What follows belongs to an exercise in optimizing a design on an open flow for small area; a production flow would make more cautious choices.
Where RTL was checked, it was by simulation tests only, not by an equivalence proof against the original.
The RTL of runs 2 to 7 was laid out without a check of its function.
Power is estimated from default activity; no workload was simulated.

==> design/flow/design.v <==
module calc2_port (
   input             clk,
   input             reset,
   input [3:0]       cmd_in,
   input [31:0]      data_in,
   input [1:0]       tag_in,
   output            q_add,       
   output            q_sh,        
   input [4:0]       pos_add,     
   input [4:0]       pos_sh,      
   output reg [1:0]  resp,
   output reg [31:0] data,
   output reg [1:0]  tag
   );
   reg [31:0] a;
   reg        c_add, c_sh, c_op, c_inv;
   reg [1:0]  c_tag;
   reg [1:0]  exp_tag;
   reg        i2_v, i3_v, inv_v;
   reg [1:0]  i2_tag, i3_tag, inv_tag;
   wire       cmd_nz  = |cmd_in;
   wire       tag_ok  = (tag_in == exp_tag) || (exp_tag == 2'd0);
   wire       is_add  = (cmd_in == 4'b0001) || (cmd_in == 4'b0010);
   wire       is_sh   = (cmd_in == 4'b0101) || (cmd_in == 4'b0110);
   always @(posedge clk) begin
      a     <= data_in;
      c_tag <= tag_in;
      c_op  <= cmd_in[1];         
      if (reset) begin
         c_add   <= 1'b0;
         c_sh    <= 1'b0;
         c_inv   <= 1'b0;
         exp_tag <= 2'd0;
      end else begin
         c_add <= is_add & tag_ok;
         c_sh  <= is_sh & tag_ok;
         c_inv <= cmd_nz & ~((is_add | is_sh) & tag_ok);
         if (cmd_nz) exp_tag <= tag_in + 2'd1;
      end
   end
   assign q_add = c_add;
   assign q_sh  = c_sh;
   wire [31:0] b = data_in;
   wire [32:0] sum = {1'b0, a} + {1'b0, c_op ? ~b : b} + {32'd0, c_op};
   wire        ovf = sum[32] ^ c_op;
   wire [31:0] shl = (a << b[4:0]) & 32'hffff7fff;
   wire [31:0] shr = a >> b[4:0];
   wire [31:0] res = c_sh ? (c_op ? shr : shl) : sum[31:0];
   wire [4:0]  pos = c_sh ? pos_sh : pos_add;
   reg [31:0] s_data [0:3];
   reg [4:0]  s_t    [0:3];     
   reg        s_ovf  [0:3];
   reg        s_add  [0:3];
   reg [1:0]  s_tag  [0:3];
   wire [3:0] fire, free;
   genvar k;
   generate for (k = 0; k < 4; k = k + 1) begin : g_slot
      assign fire[k] = (s_t[k] == 5'd1);
      assign free[k] = (s_t[k][4:1] == 4'd0);
   end endgenerate
   wire [3:0] sel = free[0] ? 4'b0001 : free[1] ? 4'b0010 : free[2] ? 4'b0100 : 4'b1000;
   wire       wr  = c_add | c_sh;
   generate for (k = 0; k < 4; k = k + 1) begin : g_slot_reg
      always @(posedge clk) begin
         if (wr & sel[k]) begin
            s_data[k] <= res;
            s_ovf[k]  <= c_add & ovf;
            s_add[k]  <= c_add;
            s_tag[k]  <= c_tag;
         end
         if (reset)
           s_t[k] <= 5'd0;
         else if (wr & sel[k])
           s_t[k] <= pos + 5'd2;
         else if (s_t[k] != 5'd0)
           s_t[k] <= s_t[k] - 5'd1;
      end
   end endgenerate
   integer j;
   reg        u_add, u_sh, r_hi, r_lo;
   reg [1:0]  t_add, t_sh;
   reg [31:0] d_or;
   always @* begin
      u_add = 1'b0; u_sh = 1'b0; r_hi = 1'b0; r_lo = 1'b0;
      t_add = 2'd0; t_sh = 2'd0; d_or = 32'd0;
      for (j = 0; j < 4; j = j + 1) begin
         if (fire[j]) begin
            d_or = d_or | s_data[j];
            r_hi = r_hi | s_ovf[j];
            r_lo = r_lo | ~s_ovf[j];
            if (s_add[j]) begin u_add = 1'b1; t_add = t_add | s_tag[j]; end
            else begin u_sh = 1'b1; t_sh = t_sh | s_tag[j]; end
         end
      end
   end
   wire unit = u_add | u_sh;
   always @* begin
      data = d_or;
      if (unit) begin
         resp = {r_hi, r_lo};
         tag  = u_add ? t_add : t_sh;
      end else begin
         resp = {inv_v, 1'b0};
         tag  = inv_tag;
      end
   end
   always @(posedge clk) begin
      i2_tag <= c_tag;
      i3_tag <= i2_tag;
      if (reset) begin
         i2_v  <= 1'b0;
         i3_v  <= 1'b0;
         inv_v <= 1'b0;
      end else begin
         i2_v <= c_inv;
         i3_v <= i2_v;
         if (i3_v && (!inv_v || !unit)) begin
            inv_v   <= 1'b1;
            inv_tag <= i3_tag;
         end else if (!unit)
           inv_v <= 1'b0;
      end
   end
endmodule
module calc2_top ( out_data1, out_data2, out_data3, out_data4, out_resp1, out_resp2, out_resp3, out_resp4, out_tag1, out_tag2, out_tag3, out_tag4, c_clk, req1_cmd_in, req1_data_in, req1_tag_in, req2_cmd_in, req2_data_in, req2_tag_in, req3_cmd_in, req3_data_in, req3_tag_in, req4_cmd_in, req4_data_in, req4_tag_in, reset);
   output [0:31] out_data1, out_data2, out_data3, out_data4;
   output [0:1]  out_resp1, out_resp2, out_resp3, out_resp4, out_tag1, out_tag2, out_tag3, out_tag4;
   input         c_clk, reset;
   input [0:3]   req1_cmd_in, req2_cmd_in, req3_cmd_in, req4_cmd_in;
   input [0:1]   req1_tag_in, req2_tag_in, req3_tag_in, req4_tag_in;
   input [0:31]  req1_data_in, req2_data_in, req3_data_in, req4_data_in;
   wire [3:0] q_add, q_sh;
   reg  [4:0] len_add, len_sh;     
   wire [4:0] base_add = (len_add == 5'd0) ? 5'd1 : len_add;
   wire [4:0] base_sh  = (len_sh == 5'd0) ? 5'd1 : len_sh;
   wire [4:0] pa1 = base_add;
   wire [4:0] pa2 = pa1 + q_add[0];
   wire [4:0] pa3 = pa2 + q_add[1];
   wire [4:0] pa4 = pa3 + q_add[2];
   wire [4:0] ps1 = base_sh;
   wire [4:0] ps2 = ps1 + q_sh[0];
   wire [4:0] ps3 = ps2 + q_sh[1];
   wire [4:0] ps4 = ps3 + q_sh[2];
   always @(posedge c_clk) begin
      if (reset) begin
         len_add <= 5'd0;
         len_sh  <= 5'd0;
      end else begin
         len_add <= len_add + q_add[0] + q_add[1] + q_add[2] + q_add[3] - (len_add != 5'd0);
         len_sh  <= len_sh + q_sh[0] + q_sh[1] + q_sh[2] + q_sh[3] - (len_sh != 5'd0);
      end
   end
   calc2_port p1 (.clk(c_clk), .reset(reset), .cmd_in(req1_cmd_in), .data_in(req1_data_in), .tag_in(req1_tag_in),
                  .q_add(q_add[0]), .q_sh(q_sh[0]), .pos_add(pa1), .pos_sh(ps1),
                  .resp(out_resp1), .data(out_data1), .tag(out_tag1));
   calc2_port p2 (.clk(c_clk), .reset(reset), .cmd_in(req2_cmd_in), .data_in(req2_data_in), .tag_in(req2_tag_in),
                  .q_add(q_add[1]), .q_sh(q_sh[1]), .pos_add(pa2), .pos_sh(ps2),
                  .resp(out_resp2), .data(out_data2), .tag(out_tag2));
   calc2_port p3 (.clk(c_clk), .reset(reset), .cmd_in(req3_cmd_in), .data_in(req3_data_in), .tag_in(req3_tag_in),
                  .q_add(q_add[2]), .q_sh(q_sh[2]), .pos_add(pa3), .pos_sh(ps3),
                  .resp(out_resp3), .data(out_data3), .tag(out_tag3));
   calc2_port p4 (.clk(c_clk), .reset(reset), .cmd_in(req4_cmd_in), .data_in(req4_data_in), .tag_in(req4_tag_in),
                  .q_add(q_add[3]), .q_sh(q_sh[3]), .pos_add(pa4), .pos_sh(ps4),
                  .resp(out_resp4), .data(out_data4), .tag(out_tag4));
endmodule
==> design/flow/run.sh <==
#!/bin/bash
# synth_recipe.tcl (not shown) runs the flow's synth.tcl, then flattens the netlist and writes it again
# the make line also repeats each setting of config.mk as NAME=value (left out here)
make -C /OpenROAD-flow-scripts/flow DESIGN_CONFIG=/design/flow/config.mk WORK_HOME=/design/flow/orfs CLKGATE_MAP_FILE= SYNTH_SCRIPT=/design/flow/synth_recipe.tcl finish
==> design/flow/config.mk <==
export PLATFORM = sky130hd
export DESIGN_NAME = calc2_top
export DESIGN_NICKNAME = calc2_top
export VERILOG_FILES = /design/flow/design.v
export SDC_FILE = /design/flow/constraint.sdc
export NUM_CORES = 8
export LEC_CHECK = 0
export CAP_MARGIN = 20
export CORE_MARGIN = 2
export CORE_UTILIZATION = 40
export SLEW_MARGIN = 20
==> design/flow/constraint.sdc <==
create_clock -name core_clock -period 7.0 [get_ports {c_clk}]
set_input_delay 1.4000 -clock core_clock [delete_from_list [all_inputs] [get_ports {c_clk}]]
set_output_delay 1.4000 -clock core_clock [all_outputs]
set_load 0.01 [all_outputs]
==> impl_metrics.toml, run 1 <==
[run_status]
status = "complete, no violations"

[timing]
drv_slew = 0
min_period_over_period = 0.7292
rsz0062_at_grt = "no"
tightest_slew_ps = 1083
finalHoldViolations = 0
slew_headroom = 0.2770
setup_tns_ps = 0
setup_violations = 0
final.setup_skew_ps = 28.79
max_clock_freq_mhz = 195.9
fin_crit_ps = 5105

[yosys]
avgSynthCellArea_um2 = 9.845
synth_seq_cells = 862
ys_types = 90
synth-main-ff-cell = "edfxtp_1"
yosysWarnings = 7
synthArstFlopShare = 0
synthCells = 5366
syn-num-nets = 5737
synth-edff-count = 584
ys_seq_area_frac = 0.4373
syn_area_um2 = 52830

[placed_design]
numPortBuffers = 297
dp_hpwl_um = 111500
gp_congestion = 0.9370
placed_cells = 7141

[critical_path]
crit_path_end_kind = "output port"
r2r_start = "p1.c_op$_DFF_P_"
critical_path_class = "reg2out"
critPathMaxStageDelay_ps = 660
rr_endpoint = "p1.s_data[1][30]$_DFFE_PP_"
cp.buffers_inverters = 3
required_ps = 5600
rr_worst_depth = 12
worstPathCellList = "nor3_1 > and2_1 > buf_4 > a22oi_1 > nand2_1 > nand2b_1 > o21ai_0 > buf_4 > clkdlybuf4s50_1"
arrival_ps = 3700
cp_max_fo = 21
r2r_slack_ps = 2450
critPathTopFamily = "simple AND/OR/NAND/NOR gates"
startpoint_type = "register"
worst_path_max_delay_cell = "and2_1"
cp_common_cell = "buf_4"

[route]
viasPerCell = 5.827
drt_iter0_markers = 4039
first_pass_iters = 6
totalWireLength_um = 157500
vias = 42660
wl_per_cell_um = 21.51
antenna_left = 0
route.detailed.drc = 0

[clock_tree]
cts_num_sinks = 862
cts_buffers = 95
htreeDepth = 3
post_cts_buffers = 0
clock_latency_ps = 710
clk_pin_slew_worst_paths_ps = 60
cts_root_buf = "clkbuf_16"
cts_tree = "built"
cts_buffer_depth = 3
holdBufCountCts = 0
cts_resized = 0

[pwr]
p_total_mw = 20.70
leakage_nw = 22.56
ir_worst_vdd_uv = 224.7
p_per_area_nw_per_um2 = 341.7

[final_layout]
area_growth_pct = 14.67
fillCellCount = 12305
n_antenna_cell = 0
final_cells = 7321
layout-drive-gt1-share = 0.07636
finalNetCount = 5855
regArea_um2 = 23110
multiInputGateArea_um2 = 28050

[min_path]
min_delay_path_depth = 0
hold_start = "p2.i2_tag[0]$_DFF_P_"
holdCritPathClass = "reg2reg"
holdPathEnd = "p2.i3_tag[0]$_DFF_P_"

[grt]
grt_max_degree = 100
gr-usage-all-layers = 0.2260
grt_pass1_wl_um = 241100
gr-total-overflow = 0
grt_pass1_vias = 40342
antenna_found_initial = 1

[run]
maxCapViolCount = 0

[floorplan]
chipHeight_um = 367.4
die_area_um2 = 135000
io_pins = 298
start_util = 0.4023
die_w_um = 367.4
design.core.area_um2 = 131300
num_rows = 133
## worst register-to-register path: cells and delay by family (launching register included)
family	cells	cell delay, ps
AOI/OAI and AO/OA	8	2630
and+or+nand+nor	1	100
adders and majority gates	1	470
DFF	1	750
xor gates and xnor gates	2	370
## metrics by stage
step	instance area, µm²	util	setup WS [ps]	hold WS (ps)
global placement	57310	0.4365	1456	310.2
detailed placement	57310	0.4365	1418	312.8
finish	60570	0.4613	1895	319.2
global route	60570	0.4613	1554	329.0
floorplan	52830	-	1793	309.6
CTS	60560	0.4612	1744	318.2
## routing by layer
layer / track usage / vias to the layer above / part of all wire
met5: 0 / - / 0.000095
met2: 0.3551 / 1476 / 0.45
met4: 0.06841 / 2 / 0.029
li1: - / 20286 / -
met3: 0.03526 / 246 / 0.064
met1: 0.3200 / 20650 / 0.45
## layout make-up
type,count,share of cell area
multi-input cells,4028,0.4630
flip-flops and latches,862,0.3816
repair buffers,374,0.05780
clock buffers,124,0.04305
well taps,1755,0.03625
clock inverters,55,0.01066
inverters,123,0.007622
## logic make-up (layout without fill, tap and decap cells)
kind of cell,Yosys count,in the layout,share of synthesized area
AO/OA/AOI/OAI,1556,1556,0.1901
XOR/XNOR,319,319,0.05303
adder cells (fa/ha/maj),217,217,0.05282
buffers and inverters,476,676,0.03427
flip-flops,862,862,0.4373
multiplexers,442,442,0.1036
AND/OR/NAND/NOR,1494,1494,0.1288
## synth_stat cells, types with 20 or more instances
library cell    n  area, µm²
a221oi_1       28      245.2
or3_1          24      150.1
clkbuf_1      257      964.7
nand3_1        61      305.3
o21ai_0       396       1982
edfxtp_1      584      17540
a22oi_1       297       2230
mux2_2         40      450.4
nor2_1        494       1854
a211oi_1      101      758.2
nand2b_1      117      732.0
inv_1         114      427.9
nand2_1       439       1648
nand4_1        26      162.7
mux4_2         79       1779
xor2_1        183       1603
mux2i_1       321       3213
dfxtp_1       278       5565
o22ai_1        56      350.3
xnor2_1       135       1182
o21a_1         20      150.1
a21oi_1       328       1642
ha_1          207       2590
nor4_1         20      125.1
nor2b_1        36      225.2
o22a_1         22      192.7
a31oi_1        41      256.5
and2_1         40      250.2
nor3_1        166      830.8
a21o_1         54      405.4
and3_1         27      168.9
buf_1          79      296.5
o211ai_1       50      375.4
## cells in the final DEF (no fill, tap or decap), types with 79 or more instances in the layout
cell | Yosys | final
ha_1 | 207 | 207
clkdlybuf4s50_1 | 0 | 283
o21ai_0 | 396 | 396
inv_1 | 114 | 114
clkbuf_16 | 0 | 96
mux2i_1 | 321 | 321
xnor2_1 | 135 | 135
xor2_1 | 183 | 183
mux4_2 | 79 | 79
nand2b_1 | 117 | 117
nor3_1 | 166 | 165
dfxtp_1 | 278 | 270
a22oi_1 | 297 | 297
nand2_1 | 439 | 439
buf_4 | 1 | 81
a211oi_1 | 101 | 100
a21oi_1 | 328 | 324
nor2_1 | 494 | 494
edfxtp_1 | 584 | 584
## flip-flops by register name, summed over array words and instances (netlist names), 5 cells and up
name	flops
p1.s_t	20
p1.s_data	128
p3.s_data	128
p3.s_tag	8
p4.s_tag	8
p3.s_t	20
p3.a	32
p4.a	32
len_sh	5
p2.s_t	20
len_add	5
p2.s_tag	8
p4.s_data	128
p2.s_data	128
p2.a	32
p1.a	32
p4.s_t	20
p1.s_tag	8
## worst max path at each step
stage | from | endpoint | slack [ps] | cells after the start
after floorplan | req4_data_in[29] | p4.s_data[0][30]$_DFFE_PP_ | 1790 | 15
after global placement | req2_data_in[27] | p2.s_ovf[0]$_DFFE_PP_ | 1460 | 14
after detailed placement | req2_data_in[27] | p2.s_ovf[1]$_DFFE_PP_ | 1420 | 14
after CTS | p2.s_t[3][2]$_SDFFE_PP0P_ | out_resp2[0] | 1740 | 9
after global routing | p2.s_t[3][2]$_SDFFE_PP0P_ | out_resp2[0] | 1550 | 9
final | p2.s_t[3][2]$_SDFFE_PP0P_ | out_resp2[0] | 1900 | 9
## power breakdown
group / switching [mW] / internal, mW
clock: 2.16 / 3.05
combinational: 5.21 / 3.69
sequential: 0.376 / 6.20
==> inputs of run 2 (changes only) <==
--- a/design/flow/design.v
+++ b/design/flow/design.v
@@ -10,2 +10,12 @@
    input [4:0]       pos_sh,      
+   input             busy,        
+   output reg [31:0] a,           
+   output reg [31:0] a2,          
+   output reg        c_sh,        
+   output reg        c_op,        
+   output reg        d_v,         
+   output reg        d_sh,
+   output reg        d_op,
+   input [31:0]      res,
+   input             ovf,
    output reg [1:0]  resp,
@@ -14,6 +24,6 @@
    );
-   reg [31:0] a;
-   reg        c_add, c_sh, c_op, c_inv;
+   reg        c_add, c_inv;
    reg [1:0]  c_tag;
    reg [1:0]  exp_tag;
+   reg [3:0]  d_slot;
    reg        i2_v, i3_v, inv_v;
@@ -26,2 +36,3 @@
       a     <= data_in;
+      a2    <= a;
       c_tag <= tag_in;
@@ -40,11 +51,6 @@
    end
+   wire       req = c_add | c_sh;
    assign q_add = c_add;
    assign q_sh  = c_sh;
-   wire [31:0] b = data_in;
-   wire [32:0] sum = {1'b0, a} + {1'b0, c_op ? ~b : b} + {32'd0, c_op};
-   wire        ovf = sum[32] ^ c_op;
-   wire [31:0] shl = (a << b[4:0]) & 32'hffff7fff;
-   wire [31:0] shr = a >> b[4:0];
-   wire [31:0] res = c_sh ? (c_op ? shr : shl) : sum[31:0];
-   wire [4:0]  pos = c_sh ? pos_sh : pos_add;
+   wire [4:0] pos = c_sh ? pos_sh : pos_add;
    reg [31:0] s_data [0:3];
@@ -61,8 +67,17 @@
    wire [3:0] sel = free[0] ? 4'b0001 : free[1] ? 4'b0010 : free[2] ? 4'b0100 : 4'b1000;
-   wire       wr  = c_add | c_sh;
+   wire [3:0] wr_data = d_v ? d_slot : (req & ~busy) ? sel : 4'b0000;
+   always @(posedge clk) begin
+      d_slot <= sel;
+      d_sh   <= c_sh;
+      d_op   <= c_op;
+      if (reset) d_v <= 1'b0;
+      else d_v <= req & busy;
+   end
    generate for (k = 0; k < 4; k = k + 1) begin : g_slot_reg
       always @(posedge clk) begin
-         if (wr & sel[k]) begin
+         if (wr_data[k]) begin
             s_data[k] <= res;
-            s_ovf[k]  <= c_add & ovf;
+            s_ovf[k]  <= ovf;
+         end
+         if (req & sel[k]) begin
             s_add[k]  <= c_add;
@@ -72,3 +87,3 @@
            s_t[k] <= 5'd0;
-         else if (wr & sel[k])
+         else if (req & sel[k])
            s_t[k] <= pos + 5'd2;
@@ -123,2 +138,47 @@
    end
+endmodule
+module calc2_alu (
+   input [31:0]  x,
+   input [31:0]  y,
+   input         sh,       
+   input         op,       
+   output [31:0] res,
+   output        ovf       
+   );
+   wire [32:0] sum = {1'b0, x} + {1'b0, op ? ~y : y} + {32'd0, op};
+   wire [4:0]  ramt = op ? y[4:0] : 5'd0 - y[4:0];
+   wire [63:0] xx   = {x, x};
+   wire [31:0] rot  = xx >> ramt;
+   wire [31:0] mask = (op ? (32'hffffffff >> y[4:0]) : (32'hffffffff << y[4:0])) & {16'hffff, op, 15'h7fff};
+   assign res = sh ? (rot & mask) : sum[31:0];
+   assign ovf = ~sh & (sum[32] ^ op);
+endmodule
+module calc2_pair (
+   input         clk,
+   input         reset,
+   input [3:0]   f_cmd_in, s_cmd_in,
+   input [31:0]  f_data_in, s_data_in,
+   input [1:0]   f_tag_in, s_tag_in,
+   output        f_q_add, f_q_sh, s_q_add, s_q_sh,
+   input [4:0]   f_pos_add, f_pos_sh, s_pos_add, s_pos_sh,
+   output [1:0]  f_resp, s_resp,
+   output [31:0] f_data, s_data,
+   output [1:0]  f_tag, s_tag
+   );
+   wire [31:0] f_a, s_a, s_a2, res;
+   wire        f_sh, f_op, s_sh, s_op, s_dv, s_dsh, s_dop, ovf;
+   wire        f_req = f_q_add | f_q_sh;
+   calc2_port pf (.clk(clk), .reset(reset), .cmd_in(f_cmd_in), .data_in(f_data_in), .tag_in(f_tag_in),
+                  .q_add(f_q_add), .q_sh(f_q_sh), .pos_add(f_pos_add), .pos_sh(f_pos_sh),
+                  .busy(1'b0), .a(f_a), .a2(), .c_sh(f_sh), .c_op(f_op), .d_v(), .d_sh(), .d_op(),
+                  .res(res), .ovf(ovf), .resp(f_resp), .data(f_data), .tag(f_tag));
+   calc2_port ps (.clk(clk), .reset(reset), .cmd_in(s_cmd_in), .data_in(s_data_in), .tag_in(s_tag_in),
+                  .q_add(s_q_add), .q_sh(s_q_sh), .pos_add(s_pos_add), .pos_sh(s_pos_sh),
+                  .busy(f_req), .a(s_a), .a2(s_a2), .c_sh(s_sh), .c_op(s_op), .d_v(s_dv), .d_sh(s_dsh), .d_op(s_dop),
+                  .res(res), .ovf(ovf), .resp(s_resp), .data(s_data), .tag(s_tag));
+   wire [31:0] x  = f_req ? f_a : s_dv ? s_a2 : s_a;
+   wire [31:0] y  = f_req ? f_data_in : s_dv ? s_a : s_data_in;
+   wire        sh = f_req ? f_sh : s_dv ? s_dsh : s_sh;
+   wire        op = f_req ? f_op : s_dv ? s_dop : s_op;
+   calc2_alu alu (.x(x), .y(y), .sh(sh), .op(op), .res(res), .ovf(ovf));
 endmodule
@@ -152,14 +212,16 @@
    end
-   calc2_port p1 (.clk(c_clk), .reset(reset), .cmd_in(req1_cmd_in), .data_in(req1_data_in), .tag_in(req1_tag_in),
-                  .q_add(q_add[0]), .q_sh(q_sh[0]), .pos_add(pa1), .pos_sh(ps1),
-                  .resp(out_resp1), .data(out_data1), .tag(out_tag1));
-   calc2_port p2 (.clk(c_clk), .reset(reset), .cmd_in(req2_cmd_in), .data_in(req2_data_in), .tag_in(req2_tag_in),
-                  .q_add(q_add[1]), .q_sh(q_sh[1]), .pos_add(pa2), .pos_sh(ps2),
-                  .resp(out_resp2), .data(out_data2), .tag(out_tag2));
-   calc2_port p3 (.clk(c_clk), .reset(reset), .cmd_in(req3_cmd_in), .data_in(req3_data_in), .tag_in(req3_tag_in),
-                  .q_add(q_add[2]), .q_sh(q_sh[2]), .pos_add(pa3), .pos_sh(ps3),
-                  .resp(out_resp3), .data(out_data3), .tag(out_tag3));
-   calc2_port p4 (.clk(c_clk), .reset(reset), .cmd_in(req4_cmd_in), .data_in(req4_data_in), .tag_in(req4_tag_in),
-                  .q_add(q_add[3]), .q_sh(q_sh[3]), .pos_add(pa4), .pos_sh(ps4),
-                  .resp(out_resp4), .data(out_data4), .tag(out_tag4));
-endmodule
+   calc2_pair p12 (.clk(c_clk), .reset(reset),
+                   .f_cmd_in(req1_cmd_in), .f_data_in(req1_data_in), .f_tag_in(req1_tag_in),
+                   .s_cmd_in(req2_cmd_in), .s_data_in(req2_data_in), .s_tag_in(req2_tag_in),
+                   .f_q_add(q_add[0]), .f_q_sh(q_sh[0]), .s_q_add(q_add[1]), .s_q_sh(q_sh[1]),
+                   .f_pos_add(pa1), .f_pos_sh(ps1), .s_pos_add(pa2), .s_pos_sh(ps2),
+                   .f_resp(out_resp1), .s_resp(out_resp2), .f_data(out_data1), .s_data(out_data2),
+                   .f_tag(out_tag1), .s_tag(out_tag2));
+   calc2_pair p34 (.clk(c_clk), .reset(reset),
+                   .f_cmd_in(req3_cmd_in), .f_data_in(req3_data_in), .f_tag_in(req3_tag_in),
+                   .s_cmd_in(req4_cmd_in), .s_data_in(req4_data_in), .s_tag_in(req4_tag_in),
+                   .f_q_add(q_add[2]), .f_q_sh(q_sh[2]), .s_q_add(q_add[3]), .s_q_sh(q_sh[3]),
+                   .f_pos_add(pa3), .f_pos_sh(ps3), .s_pos_add(pa4), .s_pos_sh(ps4),
+                   .f_resp(out_resp3), .s_resp(out_resp4), .f_data(out_data3), .s_data(out_data4),
+                   .f_tag(out_tag3), .s_tag(out_tag4));
+endmodule
==> impl_metrics.toml, run 2 <==
[floorplan]
die_w_um = 341.1
num_rows = 123
die_area_um2 = 116400
start_util = 0.4035
design.core.area_um2 = 112700
chipHeight_um = 341.1
io_pins = 298

[route]
vias = 33082
drt_iter0_markers = 3327
wl_per_cell_um = 21.38
first_pass_iters = 9
antenna_left = 0
totalWireLength_um = 128100
route.detailed.drc = 0
viasPerCell = 5.525

[clock_tree]
cts_tree = "built"
holdBufCountCts = 0
cts_buffer_depth = 3
post_cts_buffers = 0
htreeDepth = 3
clk_pin_slew_worst_paths_ps = 60
cts_num_sinks = 940
cts_root_buf = "clkbuf_16"
clock_latency_ps = 690
cts_buffers = 98
cts_resized = 0

[critical_path]
r2r_slack_ps = 1270
cp.buffers_inverters = 0
rr_worst_depth = 14
worstPathCellList = "or2_2 > o21a_1 > mux2_2 > fa_1 > nor2b_1 > o21a_1 > o21ai_0 > a21oi_1 > o21ai_0 > a21oi_1 > or3_1 > a31oi_1 > xor2_1 > o21ai_0"
critPathMaxStageDelay_ps = 830
startpoint_type = "register"
critical_path_class = "reg2reg"
required_ps = 7350
cp_common_cell = "o21ai_0"
cp_max_fo = 25
r2r_start = "p34.pf.c_sh$_SDFF_PP0_"
arrival_ps = 6080
worst_path_max_delay_cell = "o21a_1"
critPathTopFamily = "compound AO/OA/AOI/OAI gates"
cp.depth = 14
rr_endpoint = "p34.ps.s_data[2][28]$_DFFE_PP_"
crit_path_end_kind = "register"

[placed_design]
dpl_worst_slack_ps = 672.8
numPortBuffers = 297
dp_hpwl_um = 88260
gp_congestion = 0.9196
placed_area_um2 = 50300

[final_layout]
final_common_cell = "edfxtp_1"
final_area_um2 = 53620
layout-drive-gt1-share = 0.08393
finalNetCount = 4704
postLayoutCoreUtil = 0.4760
area_growth_pct = 17.96
final_cell_mix = "584 x edfxtp_1, 505 x nand2_1, 385 x mux2i_1"

[pwr]
ir_worst_vdd_uv = 219.6
leakage_nw = 20.70
p_per_area_nw_per_um2 = 406.3

[timing]
setup_slack_ps = 1267
finalHoldViolations = 0
setup_violations = 0
setup_tns_ps = 0
final.setup_skew_ps = 25.59
max_clock_freq_mhz = 174.4
tightest_slew_ps = 1212
min_period_over_period = 0.8189
rsz0062_at_grt = "no"
fin_crit_ps = 5733
slew_headroom = 0.1832
worst_hold_slack_ps = 325.4
drv_slew = 0

[yosys]
syn_area_um2 = 45460
synth_top_area_frac = 0.3858
synthCells = 4123
yosysWarnings = 7
avgSynthCellArea_um2 = 11.03
syn-num-nets = 4430
synth_most_common_cell = "edfxtp_1"
synth-edff-count = 584
synthArstFlopShare = 0
yosysTopAreaCell = "edfxtp_1"
synth.area.top_cells = "edfxtp_1 39%, dfxtp_1 16%, mux2i_1 8.5%, nand2_1 4.2%, ha_1 4.0%"
synth-main-ff-cell = "edfxtp_1"
synth_seq_cells = 940
synth_common_cells = "584 x edfxtp_1, 505 x nand2_1, 387 x mux2i_1"
ys_seq_area_frac = 0.5426
ys_types = 89

[grt]
gr-total-overflow = 0
met2_usage = 0.3548
gr-usage-all-layers = 0.2138
grt_pass1_wl_um = 192300
met1_usage = 0.2940
grt_pass1_vias = 31812
top_usage_layer = "met2"
grt_use_met3 = 0.02863
grt_max_degree = 75
antenna_found_initial = 15

[min_path]
hold_start = "p34.ps.i2_tag[0]$_DFF_P_"
holdCritPathClass = "reg2reg"
holdPathEnd = "p34.ps.i3_tag[0]$_DFF_P_"
min_delay_path_depth = 0

[run_status]
status = "complete, no violations"

[run]
maxCapViolCount = 0
run 2: cell types whose count changed after synthesis, sizes merged, moves of 79 or more:
| cell | change |
|---|---|
| xor2 | -129 |
| o21ai | -242 |
| a222oi | +137 |
| a22oi | -279 |
| clkbuf | -126 |
| nor3 | -91 |
| nor2 | -151 |
| nand2b | -94 |
| a211oi | -79 |
run 2: layer usage:
layer	part of all wire	routed length, µm
met1	0.44	56510
met2	0.48	61150
met3	0.060	7729
met4	0.021	2627
met5	0.00027	35
run 2: power breakdown:
part | total (mW) | switching (mW) | internal [mW]
clock network | 5.24 | 2.19 | 3.05
logic | 9.27 | 5.57 | 3.69
registers | 7.28 | 0.345 | 6.94
run 2: layout make-up:
| cell class | count | area, µm² |
|---|---|---|
| timing repair buffer | 382 | 3618 |
| clock inverter | 44 | 534.3 |
| inverter | 168 | 630.6 |
| multi-input combinational | 2807 | 19530 |
| fill | 10327 | 59030 |
| sequential | 940 | 24670 |
| clock buffer | 139 | 2741 |
| tap | 1500 | 1877 |
| antenna | 8 | 20.02 |
run 2: logic make-up after synthesis:
kind of cell	count (synthesis)	synth area share
simple gates	1158	0.1114
flops	940	0.5426
compound gates	829	0.1241
mux	462	0.1054
buf+inv	376	0.03333
xor+xnor	205	0.03983
fa+ha+maj	153	0.04343
run 2: worst max path at each step:
stage | endpoint | slack [ps] | start
after CTS | p12.pf.s_data[0][23]$_DFFE_PP_ | 1290 | p12.ps.d_v$_SDFF_PP0_
final | p34.ps.s_data[2][28]$_DFFE_PP_ | 1270 | p34.pf.c_sh$_SDFF_PP0_
after global placement | p12.pf.s_data[0][24]$_DFFE_PP_ | 830 | req2_data_in[29]
after floorplan | p12.pf.s_data[0][30]$_DFFE_PP_ | 2120 | req2_data_in[31]
after global routing | p12.pf.s_data[3][23]$_DFFE_PP_ | 840 | p12.ps.d_v$_SDFF_PP0_
after detailed placement | p12.ps.s_data[0][24]$_DFFE_PP_ | 670 | req1_data_in[29]
run 2: worst reg2reg max path: stages (launching register included):
cell and delay, ps:
dfxtp_1 680, or2_2 600, o21a_1 840, mux2_2 370
fa_1 230, nor2b_1 60, o21a_1 170, o21ai_0 340
a21oi_1 160, o21ai_0 260, a21oi_1 180, or3_1 440
a31oi_1 220, xor2_1 100, o21ai_0 740
run 2: stage by stage:
stage | power [mW] | cells
floorplan | 12.80 | 4123
global placement | 16.54 | 5794
detailed placement | 16.62 | 5795
CTS | 21.91 | 5978
global route | 23.00 | 5985
finish | 21.79 | 5988
==> inputs of run 3 (changes only) <==
--- a/design/flow/config.mk
+++ b/design/flow/config.mk
@@ -10,2 +10,3 @@
 export CORE_UTILIZATION = 40
+export CTS_BUF_LIST = sky130_fd_sc_hd__clkbuf_4 sky130_fd_sc_hd__clkbuf_8
 export SLEW_MARGIN = 20
==> impl_metrics.toml, run 3 <==
[final_layout]
final_area_um2 = 53620
fillCellCount = 10351
finalNetCount = 4761
regArea_um2 = 24670
final_cell_mix = "584 x edfxtp_1, 505 x nand2_1, 385 x mux2i_1"
multiInputGateArea_um2 = 19530
final_common_cell = "edfxtp_1"
layout-drive-gt1-share = 0.1064
area_growth_pct = 17.96

[critical_path]
required_ps = 7500
crit_path_end_kind = "register"
rr_endpoint = "p12.pf.s_data[0][23]$_DFFE_PP_"
rr_worst_depth = 14
endpoint = "p12.pf.s_data[0][23]$_DFFE_PP_"
r2r_start = "p12.pf.c_add$_SDFF_PP0_"
startpoint_type = "register"
arrival_ps = 6220
cp_max_fo = 19
critical_path_class = "reg2reg"
crit_start = "p12.pf.c_add$_SDFF_PP0_"
r2r_slack_ps = 1280

[grt]
gr-total-overflow = 0
met2_usage = 0.3509
antenna_found_initial = 15
met1_usage = 0.2942
grt_pass1_vias = 32261
grt_max_degree = 75
top_usage_layer = "met2"
gr-usage-all-layers = 0.2158
grt_use_met3 = 0.03298
grt_pass1_wl_um = 193300

[clock_tree]
cts_tree = "built"
cts_buffers = 155
cts_root_buf = "clkbuf_8"
clk_pin_slew_worst_paths_ps = 60
htreeDepth = 4
cts_buffer_depth = 3
cts_num_sinks = 940
post_cts_buffers = 0
holdBufCountCts = 0
clock_latency_ps = 850
cts_resized = 0

[yosys]
yosysWarnings = 7
syn_area_um2 = 45460
synth_top_area_frac = 0.3858
ys_types = 89
yosysTopAreaCell = "edfxtp_1"
synth_common_cells = "584 x edfxtp_1, 505 x nand2_1, 387 x mux2i_1"
synth_most_common_cell = "edfxtp_1"
synthCells = 4123
ys_seq_area_frac = 0.5426
synth_seq_cells = 940
synth.area.top_cells = "edfxtp_1 39%, dfxtp_1 16%, mux2i_1 8.5%, nand2_1 4.2%, ha_1 4.0%"
syn-num-nets = 4430
synthArstFlopShare = 0
synth-main-ff-cell = "edfxtp_1"
synth-edff-count = 584
avgSynthCellArea_um2 = 11.03

[placed_design]
placed_area_um2 = 50300
gp_congestion = 0.9196
numPortBuffers = 297
dpl_worst_slack_ps = 672.8
dp_hpwl_um = 88260

[timing]
final.setup_skew_ps = 49.36
fin_crit_ps = 5724
setup_violations = 0
slew_headroom = 0.2352
max_clock_freq_mhz = 174.7
tightest_slew_ps = 1135
setup_tns_ps = 0
finalHoldViolations = 0
setup_slack_ps = 1276
rsz0062_at_grt = "no"
drv_slew = 0
min_period_over_period = 0.8177

[floorplan]
io_pins = 298
chipHeight_um = 341.1
die_area_um2 = 116400
num_rows = 123
die_w_um = 341.1
start_util = 0.4035
design.core.area_um2 = 112700

[pwr]
leakage_nw = 20.83
ir_worst_vdd_uv = 218.8
p_per_area_nw_per_um2 = 402.8

[route]
vias = 33319
totalWireLength_um = 128900
antenna_left = 0
viasPerCell = 5.475
route.detailed.drc = 0
drt_iter0_markers = 3480
wl_per_cell_um = 21.18
first_pass_iters = 7

[run_status]
status = "complete, no violations"

[min_path]
holdCritPathClass = "reg2reg"

[run]
maxCapViolCount = 0
## run 3: cell types whose count changed in the layout (fill, tap and decap cells not counted), moves of 4 or more
cell / delta
clkbuf_1: -26
clkbuf_4: +56
clkbuf_8: +161
clkinv_2: -4
inv_12: +6
clkbuf_16: -99
clkinv_1: +12
## run 3: logic make-up (layout without fill, tap and decap cells)
family | Yosys count | count (layout) | share of synthesized area
DFF | 940 | 940 | 0.5426
other | 0 | 9 | 0
buffers and inverters | 376 | 830 | 0.03333
and+or+nand+nor | 1158 | 1158 | 0.1114
xor gates and xnor gates | 205 | 205 | 0.03983
muxes | 462 | 462 | 0.1054
adders and majority gates | 153 | 153 | 0.04343
AOI/OAI and AO/OA | 829 | 829 | 0.1241
## run 3: power by group
part           internal (mW)  total [mW]  switching (mW)  leakage [nW]
Clock                   2.78        5.06            2.28          1.73
Combinational           3.69        9.26            5.57          10.8
Sequential              6.94        7.28           0.345          8.26
## run 3: layout make-up
| cell class | instances | area share |
|---|---|---|
| well taps | 1500 | 0.03500 |
| flip-flops and latches | 940 | 0.4601 |
| diodes | 9 | 0.0004200 |
| multi-input cells | 2807 | 0.3642 |
| clock inverters | 52 | 0.009030 |
| repair buffers | 382 | 0.06748 |
| clock buffers | 228 | 0.05199 |
| inverters | 168 | 0.01176 |
## run 3: worst min-delay path by stage
stage / slack [ps] / cells after the start / end / from
after floorplan: 310 / 0 / p12.pf.i3_tag[0]$_DFF_P_ / p12.pf.i2_tag[0]$_DFF_P_
after global placement: 310 / 0 / p34.pf.i3_tag[0]$_DFF_P_ / p34.pf.i2_tag[0]$_DFF_P_
after detailed placement: 310 / 0 / p12.ps.i3_tag[0]$_DFF_P_ / p12.ps.i2_tag[0]$_DFF_P_
after CTS: 300 / 0 / p12.ps.i3_tag[0]$_DFF_P_ / p12.ps.i2_tag[0]$_DFF_P_
after global routing: 310 / 0 / p12.ps.i3_tag[1]$_DFF_P_ / p12.ps.i2_tag[1]$_DFF_P_
final: 300 / 0 / p12.ps.i3_tag[0]$_DFF_P_ / p12.ps.i2_tag[0]$_DFF_P_
## run 3: worst max-delay path, stage by stage (launching register included)
cell       delay (ps)
dfxtp_1           550
or2_4             450
o21ai_4           620
buf_4             350
xnor2_1           120
ha_1              370
and3_1            260
a31oi_1           170
o21ai_0           110
a2111oi_0         660
o21ai_0           190
o21ai_2           370
o21ai_1           180
xnor2_1           180
o21ai_0           750
## run 3: per-layer routing
| metal | up-vias | share of wire |
|---|---|---|
| li1 | 15848 | - |
| met3 | 208 | 0.062 |
| met4 | 4 | 0.023 |
| met1 | 16176 | 0.44 |
| met2 | 1083 | 0.47 |
| met5 | - | 0.00017 |
## run 3: stage by stage
step | total power, mW | cells | hold slack [ps] | util
after detailed placement | 16.62 | 5795 | 312.1 | 0.4465
after CTS | 21.74 | 6075 | 300.2 | 0.4755
final | 21.60 | 6086 | 303.2 | 0.4760
after floorplan | 12.80 | 4123 | 309.6 | -
after global routing | 22.83 | 6083 | 305.5 | 0.4759
after global placement | 16.54 | 5794 | 311.3 | 0.4464
==> inputs of run 4 (changes only) <==
--- a/design/flow/config.mk
+++ b/design/flow/config.mk
@@ -9,4 +9,3 @@
 export CORE_MARGIN = 2
-export CORE_UTILIZATION = 40
-export CTS_BUF_LIST = sky130_fd_sc_hd__clkbuf_4 sky130_fd_sc_hd__clkbuf_8
+export CORE_UTILIZATION = 65
 export SLEW_MARGIN = 20
==> impl_metrics.toml, run 4 <==
[yosys]
yosysWarnings = 7
synthCells = 4123
synth_most_common_cell = "edfxtp_1"
synth.area.top_cells = "edfxtp_1 39%, dfxtp_1 16%, mux2i_1 8.5%, nand2_1 4.2%, ha_1 4.0%"
synth_seq_cells = 940
yosysTopAreaCell = "edfxtp_1"
synth-edff-count = 584
syn-num-nets = 4430
avgSynthCellArea_um2 = 11.03
synthArstFlopShare = 0
ys_types = 89
syn_area_um2 = 45460
synth-main-ff-cell = "edfxtp_1"
synth_top_area_frac = 0.3858
synth_common_cells = "584 x edfxtp_1, 505 x nand2_1, 387 x mux2i_1"
ys_seq_area_frac = 0.5426

[timing]
setup_slack_ps = 1067
min_period_over_period = 0.8476
worst_hold_slack_ps = 327.0
rsz0062_at_grt = "no"
max_clock_freq_mhz = 168.5
tightest_slew_ps = 1210
setup_tns_ps = 0
fin_crit_ps = 5933
drv_slew = 0
finalHoldViolations = 0
setup_violations = 0
slew_headroom = 0.1851
final.setup_skew_ps = 35.17

[critical_path]
rr_worst_depth = 16
cp_max_fo = 8
rr_endpoint = "p12.ps.s_data[0][24]$_DFFE_PP_"
cp_common_cell = "o21ai_0"
startpoint_type = "primary input"
worstPathCellList = "clkdlybuf4s50_1 > mux2_2 > mux2i_1 > xor2_1 > inv_1 > fa_1 > nor2b_1 > o21a_1 > o21ai_0 > a21oi_1 > o211ai_1 > o21ai_0 > a21oi_1 > o21ai_0 > buf_4 > xnor2_1 > o21ai_0"
required_ps = 7320
cp.buffers_inverters = 3
r2r_start = "p12.pf.c_add$_SDFF_PP0_"
critical_path_class = "in2reg"
crit_path_end_kind = "register"
arrival_ps = 6250
r2r_slack_ps = 1220
critPathMaxStageDelay_ps = 820
worst_path_max_delay_cell = "o21ai_0"
critPathTopFamily = "compound AO/OA/AOI/OAI gates"

[floorplan]
start_util = 0.6593
die_area_um2 = 72070
die_w_um = 268.5
io_pins = 298
num_rows = 96
design.core.area_um2 = 68950
chipHeight_um = 268.5

[route]
first_pass_iters = 10
wl_per_cell_um = 22.73
route.detailed.drc = 0
drt_iter0_markers = 4125
totalWireLength_um = 122600
antenna_left = 0
viasPerCell = 6.253
vias = 33739

[final_layout]
regArea_um2 = 24670
finalNetCount = 4698
final_area_um2 = 52590
final_common_cell = "edfxtp_1"
multiInputGateArea_um2 = 19520
area_growth_pct = 15.68
fillCellCount = 4579
layout-drive-gt1-share = 0.07841
final_cell_mix = "584 x edfxtp_1, 505 x nand2_1, 385 x mux2i_1"

[placed_design]
gp_congestion = 0.9759
dpl_worst_slack_ps = 456.9
placed_area_um2 = 49630
dp_hpwl_um = 84970
numPortBuffers = 297

[clock_tree]
cts_resized = 0
htreeDepth = 3
cts_buffers = 91
holdBufCountCts = 0
clk_pin_slew_worst_paths_ps = 60
clock_latency_ps = 670
cts_num_sinks = 940
cts_buffer_depth = 3
cts_root_buf = "clkbuf_16"
post_cts_buffers = 0
cts_tree = "built"

[pwr]
p_per_area_nw_per_um2 = 407.9
leakage_nw = 20.51
ir_worst_vdd_uv = 489.3

[grt]
gr-total-overflow = 0
grt_pass1_vias = 32315
gr-usage-all-layers = 0.3341
grt_max_degree = 77
grt_pass1_wl_um = 184200
antenna_found_initial = 0

[min_path]
holdCritPathClass = "reg2reg"
min_delay_path_depth = 0
holdPathEnd = "p12.pf.i3_tag[0]$_DFF_P_"
hold_start = "p12.pf.i2_tag[0]$_DFF_P_"

[run]
maxCapViolCount = 0

[run_status]
status = "complete, no violations"
-- run 4: changes by cell type in the layout (fill, tap and decap cells not counted), moves of 4 or more --
| cell | previous run | this run |
|---|---|---|
| clkinv_2 | 13 | 8 |
| clkbuf_8 | 172 | 2 |
| inv_12 | 6 | 0 |
| clkbuf_1 | 0 | 23 |
| inv_8 | 4 | 0 |
| clkbuf_16 | 0 | 91 |
| clkbuf_4 | 57 | 0 |
| diode_2 | 9 | 1 |
-- run 4: metrics by stage --
step | util | power [mW] | cells
final | 0.7627 | 21.45 | 5396
after global routing | 0.7627 | 22.47 | 5395
after CTS | 0.7624 | 21.36 | 5394
after detailed placement | 0.7198 | 16.51 | 5228
after global placement | 0.7198 | 16.36 | 5228
after floorplan | - | 12.80 | 4123
-- run 4: where the power goes --
part | switching, mW | internal (mW)
logic | 5.65 | 3.69
registers | 0.361 | 6.94
clock network | 2.11 | 2.70
total | 8.12 | 13.3
-- run 4: cells by family (layout without fill, tap and decap cells) --
logic type / Yosys count / count (layout) / synth area share
DFF: 940 / 940 / 0.5426
xor gates and xnor gates: 205 / 205 / 0.03983
muxes: 462 / 462 / 0.1054
adders and majority gates: 153 / 153 / 0.04343
buffers and inverters: 376 / 717 / 0.03333
and+or+nand+nor: 1158 / 1158 / 0.1114
AOI/OAI and AO/OA: 829 / 829 / 0.1241
other: 0 / 1 / 0
-- run 4: final cells by class --
| cell class | count | area share |
|---|---|---|
| Timing Repair Buffer | 383 | 0.06955 |
| Multi-Input combinational cell | 2807 | 0.3712 |
| Inverter | 168 | 0.01199 |
| Tap cell | 931 | 0.02215 |
| Clock buffer | 116 | 0.04547 |
| Clock inverter | 50 | 0.01040 |
| Antenna cell | 1 | 0.00004759 |
| Sequential cell | 940 | 0.4692 |
-- run 4: layer usage --
layer  wire length (µm)  vias up  GRT usage
li1                   -    15703          -
met1              47860    16265     0.4272
met2              60330     1532     0.5741
met3               9594      239    0.05233
met4               4848        0     0.1294
met5                  0        -          0
-- run 4: worst max path at each step --
| stage | cells past startpoint | slack, ps | from | end |
|---|---|---|---|---|
| 3_3_place_gp | 17 | 580 | req2_data_in[30] | p12.ps.s_data[2][30]$_DFFE_PP_ |
| 6_report | 17 | 1070 | req2_data_in[30] | p12.ps.s_data[3][30]$_DFFE_PP_ |
| 3_5_place_dp | 17 | 460 | req2_data_in[30] | p12.ps.s_data[1][30]$_DFFE_PP_ |
| 2_1_floorplan | 14 | 2120 | req2_data_in[31] | p12.pf.s_data[0][30]$_DFFE_PP_ |
| 5_1_grt | 17 | 760 | req2_data_in[30] | p12.ps.s_data[0][30]$_DFFE_PP_ |
| 4_1_cts | 17 | 1110 | req2_data_in[30] | p12.ps.s_data[3][30]$_DFFE_PP_ |
==> inputs of run 5 (changes only) <==
--- a/design/flow/design.v
+++ b/design/flow/design.v
@@ -147,3 +147,12 @@
    );
-   wire [32:0] sum = {1'b0, x} + {1'b0, op ? ~y : y} + {32'd0, op};
+   wire [31:0] yy = y ^ {32{op}};
+   wire [32:0] cc;
+   wire [32:0] sum;
+   assign cc[0] = op;
+   genvar i;
+   generate for (i = 0; i < 32; i = i + 1) begin : g_fa
+      assign sum[i]  = x[i] ^ yy[i] ^ cc[i];
+      assign cc[i+1] = (x[i] & yy[i]) | (cc[i] & (x[i] ^ yy[i]));
+   end endgenerate
+   assign sum[32] = cc[32];
    wire [4:0]  ramt = op ? y[4:0] : 5'd0 - y[4:0];
--- a/design/flow/config.mk
+++ b/design/flow/config.mk
@@ -9,3 +9,3 @@
 export CORE_MARGIN = 2
-export CORE_UTILIZATION = 65
+export CORE_UTILIZATION = 40
 export SLEW_MARGIN = 20
==> impl_metrics.toml, run 5 <==
[critical_path]
critical_path_class = "in2reg"
worst_path_max_delay_cell = "fa_2"
cp_max_fo = 8
required_ps = 7360
arrival_ps = 14200
crit_path_end_kind = "register"
critPathTopFamily = "adder cells"
critPathMaxStageDelay_ps = 600
cp.buffers_inverters = 3
r2r_slack_ps = -6580
startpoint_type = "primary input"
cp_common_cell = "fa_2"

[pwr]
seqPwrFrac = 0.336
switching_share = 0.3643
ir_worst_vdd_uv = 192.8
p_switching_mw = 7.768
p_per_area_nw_per_um2 = 398.1
clock_power_share = 0.241
pwr-share-comb = 0.423
leakage_nw = 19.87
internal_power_mw = 13.56

[grt]
grt_pass1_vias = 29911
grt_max_degree = 71
antenna_found_initial = 4
gr-total-overflow = 0
grt_pass1_wl_um = 187800
gr-usage-all-layers = 0.2200

[final_layout]
regArea_um2 = 24670
postLayoutCoreUtil = 0.4927
layout-drive-gt1-share = 0.1597
fillCellCount = 9692
finalNetCount = 4348
multiInputGateArea_um2 = 18920
final_cell_mix = "584 x edfxtp_1, 363 x mux2i_1, 354 x dfxtp_1"
final_common_cell = "edfxtp_1"
area_growth_pct = 22.42
n_antenna_cell = 0

[timing]
final.setup_skew_ps = 32.50
setup_slack_ps = -6840
slew_headroom = 0.2667
min_period_over_period = 1.977
tightest_slew_ps = 1100
max_clock_freq_mhz = 72.25
setup_violations = 320
fin_crit_ps = 13840
finalHoldViolations = 0
rsz0062_at_grt = "yes"
drv_slew = 0
setup_tns_ps = -1155410

[floorplan]
design.core.area_um2 = 108700
num_rows = 121
chipHeight_um = 334.7
io_pins = 298
die_area_um2 = 112000
start_util = 0.4025
die_w_um = 334.7

[yosys]
synthArstFlopShare = 0
synth.area.top_cells = "edfxtp_1 40%, dfxtp_1 16%, mux2i_1 8.4%, a22oi_1 3.9%, fa_1 3.1%"
synth_common_cells = "584 x edfxtp_1, 368 x mux2i_1, 356 x dfxtp_1"
synthCells = 3642
synth-main-ff-cell = "edfxtp_1"
syn-num-nets = 3940
synth-edff-count = 584
yosysTopAreaCell = "edfxtp_1"
synth_most_common_cell = "edfxtp_1"
ys_types = 78
ys_seq_area_frac = 0.5637
avgSynthCellArea_um2 = 12.01
syn_area_um2 = 43750
yosysWarnings = 7
synth_top_area_frac = 0.4008
synth_seq_cells = 940

[min_path]
holdCritPathClass = "reg2reg"

[run]
maxCapViolCount = 0

[placed_design]
gp_congestion = 0.9238
numPortBuffers = 297
dp_hpwl_um = 87230

[clock_tree]
clk_pin_slew_worst_paths_ps = 60
cts_buffers = 101
cts_buffer_depth = 3
cts_root_buf = "clkbuf_16"
holdBufCountCts = 0
cts_num_sinks = 940
clock_latency_ps = 690
htreeDepth = 3
cts_tree = "built"

[route]
first_pass_iters = 6
viasPerCell = 5.522
drt_iter0_markers = 2499
antenna_left = 0
wl_per_cell_um = 22.57
route.detailed.drc = 0
totalWireLength_um = 125200
vias = 30632

[run_status]
status = "finished with violations"
violations = "setup timing"
run 5: stage by stage:
stage / instances / hold slack, ps / setup WS, ps / power [mW] / instance area, µm²
final: 5547 / 326.4 / -6840 / 21.32 / 53560
after floorplan: 3642 / 309.6 / -7143 / 12.45 / 44510
after global routing: 5547 / 334.9 / -7182 / 22.50 / 53560
after CTS: 5546 / 326.4 / -6847 / 21.48 / 53510
after detailed placement: 5358 / 314.3 / -8214 / 16.24 / 50160
after global placement: 5358 / 311.3 / -8116 / 16.17 / 50160
run 5: worst paths after layout:
path         cells past startpoint                     start                        endpoint
max                             38          req2_data_in[31]  p12.pf.s_data[0][31]$_DFFE_PP_
min                              0  p12.ps.i2_tag[0]$_DFF_P_        p12.ps.i3_tag[0]$_DFF_P_
max reg2reg                     37    p12.pf.c_sh$_SDFF_PP0_  p12.pf.s_data[0][31]$_DFFE_PP_
min reg2reg                      0  p12.ps.i2_tag[0]$_DFF_P_        p12.ps.i3_tag[0]$_DFF_P_
run 5: what timing repair did:
action                     4_1_cts  5_1_grt
setup endpoints to repair      344      320
setup buffers                    4        3
cloned                           0        0
resized for setup               43        7
pin swaps                        7        4
run 5: kinds of logic (layout without fill, tap and decap cells):
kind of cell	count (synthesis)	count (layout)	synth area share
compound gates	761	761	0.1178
xor+xnor	134	134	0.02717
fa+ha+maj	144	144	0.05285
buf+inv	294	785	0.02840
flops	940	940	0.5637
mux	492	492	0.1205
simple gates	877	877	0.08951
run 5: per-layer routing:
layer | global-route usage | vias up | routed length [µm]
li1 | - | 14406 | -
met1 | 0.2905 | 15043 | 52900
met2 | 0.3782 | 998 | 61690
met3 | 0.02822 | 183 | 7020
met4 | 0.06402 | 2 | 3583
met5 | 0 | - | 11
run 5: power by group through the flow:
| stage | registers [mW] | logic [mW] | clock network (mW) |
|---|---|---|---|
| after floorplan | 7.18 | 5.26 | 0 |
| after global placement | 7.26 | 8.92 | 0 |
| after detailed placement | 7.27 | 8.97 | 0 |
| after CTS | 7.15 | 9.07 | 5.25 |
| after global routing | 7.21 | 9.84 | 5.44 |
| final | 7.16 | 9.03 | 5.14 |
run 5: final cells by class:
cell class | count | area share
well taps | 1414 | 0.03303
multi-input cells | 2408 | 0.3532
flip-flops and latches | 940 | 0.4606
clock buffers | 133 | 0.05181
repair buffers | 504 | 0.08646
clock inverters | 53 | 0.008223
inverters | 95 | 0.006658
==> inputs of run 6 (changes only) <==
--- a/design/flow/design.v
+++ b/design/flow/design.v
@@ -147,12 +147,3 @@
    );
-   wire [31:0] yy = y ^ {32{op}};
-   wire [32:0] cc;
-   wire [32:0] sum;
-   assign cc[0] = op;
-   genvar i;
-   generate for (i = 0; i < 32; i = i + 1) begin : g_fa
-      assign sum[i]  = x[i] ^ yy[i] ^ cc[i];
-      assign cc[i+1] = (x[i] & yy[i]) | (cc[i] & (x[i] ^ yy[i]));
-   end endgenerate
-   assign sum[32] = cc[32];
+   wire [32:0] sum = {1'b0, x} + {1'b0, op ? ~y : y} + {32'd0, op};
    wire [4:0]  ramt = op ? y[4:0] : 5'd0 - y[4:0];
==> design/flow/flow/run.sh (new file) <==
#!/bin/bash
# Own layout flow: the standard flow (standard.sh, standard synthesis unchanged), with
# plain buf_1 port buffers and a clock tree built without dummy loads.
set -euo pipefail
export BUFFER_PORTS_ARGS="-buffer_cell sky130_fd_sc_hd__buf_1"
export CTS_ARGS="-sink_clustering_enable -repair_clock_nets -dont_use_dummy_load"
bash standard.sh > flow_make.log 2>&1
==> design/flow/standard.sh (new file) <==
#!/bin/bash
# synth_recipe.tcl (not shown) runs the flow's synth.tcl, then flattens the netlist and writes it again
# the make line also repeats each setting of config.mk as NAME=value (left out here)
make -C /OpenROAD-flow-scripts/flow DESIGN_CONFIG=/design/flow/config.mk WORK_HOME=/design/flow/orfs CLKGATE_MAP_FILE= SYNTH_SCRIPT=/design/flow/synth_recipe.tcl "${@:-finish}"
removed: design/flow/run.sh
==> impl_metrics.toml, run 6 <==
[run_status]
status = "complete, no violations"

[grt]
gr-usage-all-layers = 0.2106
grt_pass1_wl_um = 189300
gr-total-overflow = 0
grt_max_degree = 72
grt_pass1_vias = 30926
antenna_found_initial = 13

[timing]
fin_crit_ps = 5652
finalHoldViolations = 0
rsz0062_at_grt = "no"
setup_tns_ps = 0
min_period_over_period = 0.8074
slew_headroom = 0.2544
tightest_slew_ps = 1107
worst_hold_slack_ps = 275.1
drv_slew = 0
max_clock_freq_mhz = 176.9
setup_violations = 0
final.setup_skew_ps = 90.95
setup_slack_ps = 1348

[route]
antenna_left = 0
route.detailed.drc = 0
wl_per_cell_um = 21.50
viasPerCell = 5.548
vias = 32693
totalWireLength_um = 126700
first_pass_iters = 9
drt_iter0_markers = 3381

[clock_tree]
cts_root_buf = "clkbuf_16"
cts_buffers = 96
clk_pin_slew_worst_paths_ps = 60
holdBufCountCts = 0
cts_buffer_depth = 3
post_cts_buffers = 0
cts_resized = 0
cts_tree = "built"
cts_num_sinks = 940
htreeDepth = 3
clock_latency_ps = 690

[pwr]
clock_power_share = 0.215
leakage_nw = 19.48
pwr-share-comb = 0.419
ir_worst_vdd_uv = 214.1
switching_share = 0.3920
seqPwrFrac = 0.365
internal_power_mw = 12.14
p_switching_mw = 7.823
p_per_area_nw_per_um2 = 392.6

[yosys]
synth_xor_xnor_area_share = 0.03983
synthArstFlopShare = 0
synth_top_area_frac = 0.3858
synth-edff-count = 584
synth_compound_area_frac = 0.1241
synth_common_cells = "584 x edfxtp_1, 505 x nand2_1, 387 x mux2i_1"
yosysWarnings = 7
synth-main-ff-cell = "edfxtp_1"
synthSimpleGateAreaFrac = 0.1114
synth_most_common_cell = "edfxtp_1"
yosysTopAreaCell = "edfxtp_1"
ys_seq_area_frac = 0.5426
syn-num-nets = 4430
synthMuxAreaShare = 0.1054
synth_seq_cells = 940
synthAdderAreaFrac = 0.04343
avgSynthCellArea_um2 = 11.03
synth_top_family_by_area = "compound AO/OA/AOI/OAI gates"
syn_area_um2 = 45460
ys_types = 89
synthCells = 4123
synth.area.top_cells = "edfxtp_1 39%, dfxtp_1 16%, mux2i_1 8.5%, nand2_1 4.2%, ha_1 4.0%"

[placed_design]
dpl_worst_slack_ps = 1318
dp_hpwl_um = 87970
numPortBuffers = 297
gp_congestion = 0.9401

[final_layout]
finalNetCount = 4697
final_cell_mix = "584 x edfxtp_1, 505 x nand2_1, 385 x mux2i_1"
fillCellCount = 10563
multiInputGateArea_um2 = 19510
area_growth_pct = 11.84
layout-drive-gt1-share = 0.07179
final_common_cell = "edfxtp_1"
regArea_um2 = 24670

[critical_path]
crit_path_end_kind = "register"
r2r_slack_ps = 1350
worstPathCellList = "buf_4 > or2_4 > buf_4 > nor2_1 > a21oi_1 > xnor2_1 > ha_1 > and3_1 > a31oi_1 > o21ai_0 > a2111oi_0 > o21ai_0 > o21ai_2 > o21ai_1 > o21ai_0 > xor2_1 > o21ai_0"
cp_max_fo = 50
required_ps = 7320
cp_common_cell = "o21ai_0"
worst_path_max_delay_cell = "o21ai_0"
critPathMaxStageDelay_ps = 800
critical_path_class = "reg2reg"
startpoint_type = "register"
arrival_ps = 5970

[floorplan]
chipHeight_um = 341.1
num_rows = 123
die_area_um2 = 116400
die_w_um = 341.1
start_util = 0.4035
io_pins = 298
design.core.area_um2 = 112700

[run]
maxCapViolCount = 0

[min_path]
holdCritPathClass = "reg2reg"
-- run 6: cells by family (layout without fill, tap and decap cells) --
group,count (synthesis),after routing
multiplexers,462,462
AO/OA/AOI/OAI,829,829
AND/OR/NAND/NOR,1158,1158
adder cells (fa/ha/maj),153,153
flip-flops,940,940
buffers and inverters,376,641
other,0,5
XOR/XNOR,205,205
-- run 6: area by class of cell --
cell class	instances	area share
Timing Repair Buffer	377	0.03406
Clock buffer	96	0.04725
Multi-Input combinational cell	2807	0.3838
Tap cell	1500	0.03692
Antenna cell	5	0.0002461
Sequential cell	940	0.4853
Inverter	168	0.01240
-- run 6: routing by layer --
layer	up-vias	wire, µm	track usage
met1	15843	55840	0.2916
met3	169	7627	0.02668
met2	1061	60150	0.3481
met4	6	3047	0.05681
li1	15614	-	-
met5	-	46	0
-- run 6: stage by stage --
| step | power [mW] | instance area (µm²) | instances | util |
|---|---|---|---|---|
| floorplan | 12.80 | 45460 | 4123 | - |
| global placement | 15.68 | 48420 | 5792 | 0.4298 |
| detailed placement | 15.74 | 48420 | 5792 | 0.4298 |
| CTS | 20.07 | 50830 | 5888 | 0.4512 |
| global route | 21.12 | 50830 | 5890 | 0.4512 |
| finish | 19.96 | 50840 | 5893 | 0.4513 |
-- run 6: power groups by stage --
stage / Clock [mW] / Sequential, mW / Combinational, mW
after floorplan: 0 / 7.28 / 5.52
after global placement: 0 / 7.39 / 8.29
after detailed placement: 0 / 7.40 / 8.34
after CTS: 4.40 / 7.29 / 8.38
after global routing: 4.61 / 7.35 / 9.16
final: 4.30 / 7.29 / 8.37
-- run 6: final timing paths --
path         depth (start not counted)                     start                        endpoint
max                                 17    p12.pf.c_sh$_SDFF_PP0_  p12.pf.s_data[2][27]$_DFFE_PP_
min                                  0  p12.ps.i2_tag[0]$_DFF_P_        p12.ps.i3_tag[0]$_DFF_P_
max reg2reg                         17    p12.pf.c_sh$_SDFF_PP0_  p12.pf.s_data[2][27]$_DFFE_PP_
min reg2reg                          0  p12.ps.i2_tag[0]$_DFF_P_        p12.ps.i3_tag[0]$_DFF_P_
-- run 6: critical path, delay by kind of cell, from the launching register on --
kind	cells	cell delay (ps)
XOR/XNOR	2	240
flip-flops	1	310
AND/OR/NAND/NOR	3	850
buffers and inverters	2	720
adder cells (fa/ha/maj)	1	390
AO/OA/AOI/OAI	9	2700
==> inputs of run 7 (changes only) <==
==> design/flow/flow/run.sh (replaced) <==
#!/bin/bash
set -euo pipefail
export BUFFER_PORTS_ARGS="-buffer_cell sky130_fd_sc_hd__buf_1"
export CTS_ARGS="-sink_clustering_enable -repair_clock_nets -dont_use_dummy_load -buf_list {sky130_fd_sc_hd__clkbuf_4 sky130_fd_sc_hd__clkbuf_8}"
bash standard.sh > flow_make.log 2>&1
==> impl_metrics.toml, run 7 <==
[yosys]
synth.area.top_cells = "edfxtp_1 39%, dfxtp_1 16%, mux2i_1 8.5%, nand2_1 4.2%, ha_1 4.0%"
synth_seq_cells = 940
synthCells = 4123
syn-num-nets = 4430
yosysWarnings = 7
synth_top_area_frac = 0.3858
ys_seq_area_frac = 0.5426
yosysTopAreaCell = "edfxtp_1"
avgSynthCellArea_um2 = 11.03
synth-main-ff-cell = "edfxtp_1"
syn_area_um2 = 45460
synth-edff-count = 584
synth_most_common_cell = "edfxtp_1"
ys_types = 89
synthArstFlopShare = 0
synth_common_cells = "584 x edfxtp_1, 505 x nand2_1, 387 x mux2i_1"

[grt]
gr-total-overflow = 0
antenna_found_initial = 16
gr-usage-all-layers = 0.2128
grt_pass1_vias = 31443
grt_pass1_wl_um = 190400
grt_max_degree = 72

[timing]
min_period_over_period = 0.8148
rsz0062_at_grt = "no"
finalHoldViolations = 0
final.setup_skew_ps = 90.84
tightest_slew_ps = 1119
max_clock_freq_mhz = 175.3
fin_crit_ps = 5704
setup_violations = 0
slew_headroom = 0.2533
setup_tns_ps = 0
drv_slew = 0

[min_path]
holdCritPathClass = "reg2reg"
hold_start = "p12.ps.i2_tag[0]$_DFF_P_"
holdPathEnd = "p12.ps.i3_tag[0]$_DFF_P_"
min_delay_path_depth = 0

[critical_path]
startpoint_type = "register"
arrival_ps = 6140
rr_worst_depth = 17
worstPathCellList = "buf_4 > or2_4 > buf_4 > nor2_1 > a21oi_1 > xnor2_1 > ha_1 > and3_1 > a31oi_1 > o21ai_0 > a2111oi_0 > o21ai_0 > o21ai_2 > o21ai_1 > o21ai_0 > xor2_1 > o21ai_0"
r2r_slack_ps = 1300
required_ps = 7440
critical_path_class = "reg2reg"
critPathMaxStageDelay_ps = 790
cp_max_fo = 50
crit_path_end_kind = "register"
worst_path_max_delay_cell = "o21ai_0"
crit_start = "p12.pf.c_sh$_SDFF_PP0_"
cp_common_cell = "o21ai_0"
rr_endpoint = "p12.pf.s_data[3][27]$_DFFE_PP_"
r2r_start = "p12.pf.c_sh$_SDFF_PP0_"

[final_layout]
final_cell_mix = "584 x edfxtp_1, 505 x nand2_1, 385 x mux2i_1"
final_area_um2 = 50600
area_growth_pct = 11.32
layout-drive-gt1-share = 0.08451
finalNetCount = 4758
final_common_cell = "edfxtp_1"
postLayoutCoreUtil = 0.4492
final_cells = 5956

[route]
vias = 33070
first_pass_iters = 9
totalWireLength_um = 128000
route.detailed.drc = 0
wl_per_cell_um = 21.49
viasPerCell = 5.552
drt_iter0_markers = 3329
antenna_left = 0

[clock_tree]
cts_resized = 0
clk_pin_slew_worst_paths_ps = 60
clock_latency_ps = 830
cts_num_sinks = 940
post_cts_buffers = 0
cts_buffers = 157
cts_buffer_depth = 3
cts_tree = "built"
cts_root_buf = "clkbuf_8"
htreeDepth = 4
holdBufCountCts = 0

[pwr]
p_per_area_nw_per_um2 = 386.7
leakage_nw = 19.43
ir_worst_vdd_uv = 170.8

[floorplan]
num_rows = 123
chipHeight_um = 341.1
io_pins = 298
die_w_um = 341.1
die_area_um2 = 116400
start_util = 0.4035
design.core.area_um2 = 112700

[run_status]
status = "complete, no violations"

[placed_design]
gp_congestion = 0.9401
numPortBuffers = 297
placed_area_um2 = 48420
placed_cells = 5792
dp_hpwl_um = 87970

[run]
maxCapViolCount = 0
## run 7: cell counts after synthesis
Identical to the previous run, type by type.
## run 7: report_power, final
part           leakage [nW]  switching (mW)  internal [mW]
sequential             8.26           0.346           6.95
combinational          10.0            5.59           2.80
clock                  1.13            1.92           1.96
total                  19.4            7.85           11.7
## run 7: per-layer routing
| metal | routed length [µm] | GRT usage |
|---|---|---|
| met1 | 56500 | 0.2893 |
| met2 | 60600 | 0.3497 |
| met3 | 7777 | 0.03320 |
| met4 | 3097 | 0.06507 |
| met5 | 44 | 0 |
## run 7: cell families after synthesis
family,count (synthesis),share of synthesized area
xor+xnor,205,0.03983
mux,462,0.1054
buf+inv,376,0.03333
flops,940,0.5426
fa+ha+maj,153,0.04343
compound gates,829,0.1241
simple gates,1158,0.1114
## run 7: cell type report
class,count,area (µm²)
fill,10661,62050
inverter,168,630.6
clock buffer,157,2161
timing repair buffer,377,1732
antenna,7,17.52
tap,1500,1877
multi-input combinational,2807,19510
sequential,940,24670
## run 7: worst max path at each step
stage                                     endpoint  cells after the start  slack, ps
finish              p12.pf.s_data[3][27]$_DFFE_PP_                     17       1300
global route        p12.pf.s_data[3][27]$_DFFE_PP_                     17        950
CTS                 p12.ps.s_data[3][27]$_DFFE_PP_                     17       1350
detailed placement   p12.ps.s_data[3][7]$_DFFE_PP_                     15       1320
global placement    p12.pf.s_data[0][10]$_DFFE_PP_                     15       1370
floorplan           p12.pf.s_data[0][30]$_DFFE_PP_                     14       2120
## run 7: stage by stage
stage               hold WS [ps]  setup WS (ps)  power, mW
finish                     281.4           1296      19.57
global route               264.4          950.9      20.74
CTS                        277.3           1351      19.67
detailed placement         312.1           1318      15.74
global placement           310.0           1373      15.68
floorplan                  309.6           2116      12.80
## run 7: critical path, delay by kind of cell (launching register included)
family / cells / cell delay, ps
AOI/OAI and AO/OA: 9 / 2690
and+or+nand+nor: 3 / 870
buffers and inverters: 2 / 730
adders and majority gates: 1 / 390
DFF: 1 / 310
xor gates and xnor gates: 2 / 240

## static timing again, ports no longer ideal
How much do the figures lean on ideal ports? The routed layouts below were timed once more, with nothing changed but the port constraints. Step 1 sets driving cells, clkbuf_16 on the clock port and buf_2 on the other inputs (assumed; they add their load-dependent delay and slew). Step 2 moves the port delays by t, midway between the first and last clock arrival at a register: inputs arrive t later, outputs are due t later. That takes back most of the time a late clock gives input paths. Three values: no drivers, after step 1, after step 2; two values: the first two.
run | t (ns) | slack for setup (ns) | worst setup path at the end
run 1 | 0.760 | 1.895 / 1.832 / 1.321 | input to register
run 2 | 0.746 | 1.267 / 1.267 / 0.635 | input to register
run 3 | 0.892 | 1.276 / 1.276 / 0.559 | input to register
run 4 | 0.720 | 1.067 / 1.113 / 0.393 | input to register
run 5 | 0.742 | -6.840 / -6.866 / -7.608 | input to register
run 6 | 0.712 | 1.348 / 1.348 / 1.204 | input to register
run 7 | 0.863 | 1.296 / 1.296 / 1.209 | input to register
For run 5, which loses most, drivers alone change the setup slack by -0.026 ns; drivers and shift together by -0.768 ns.
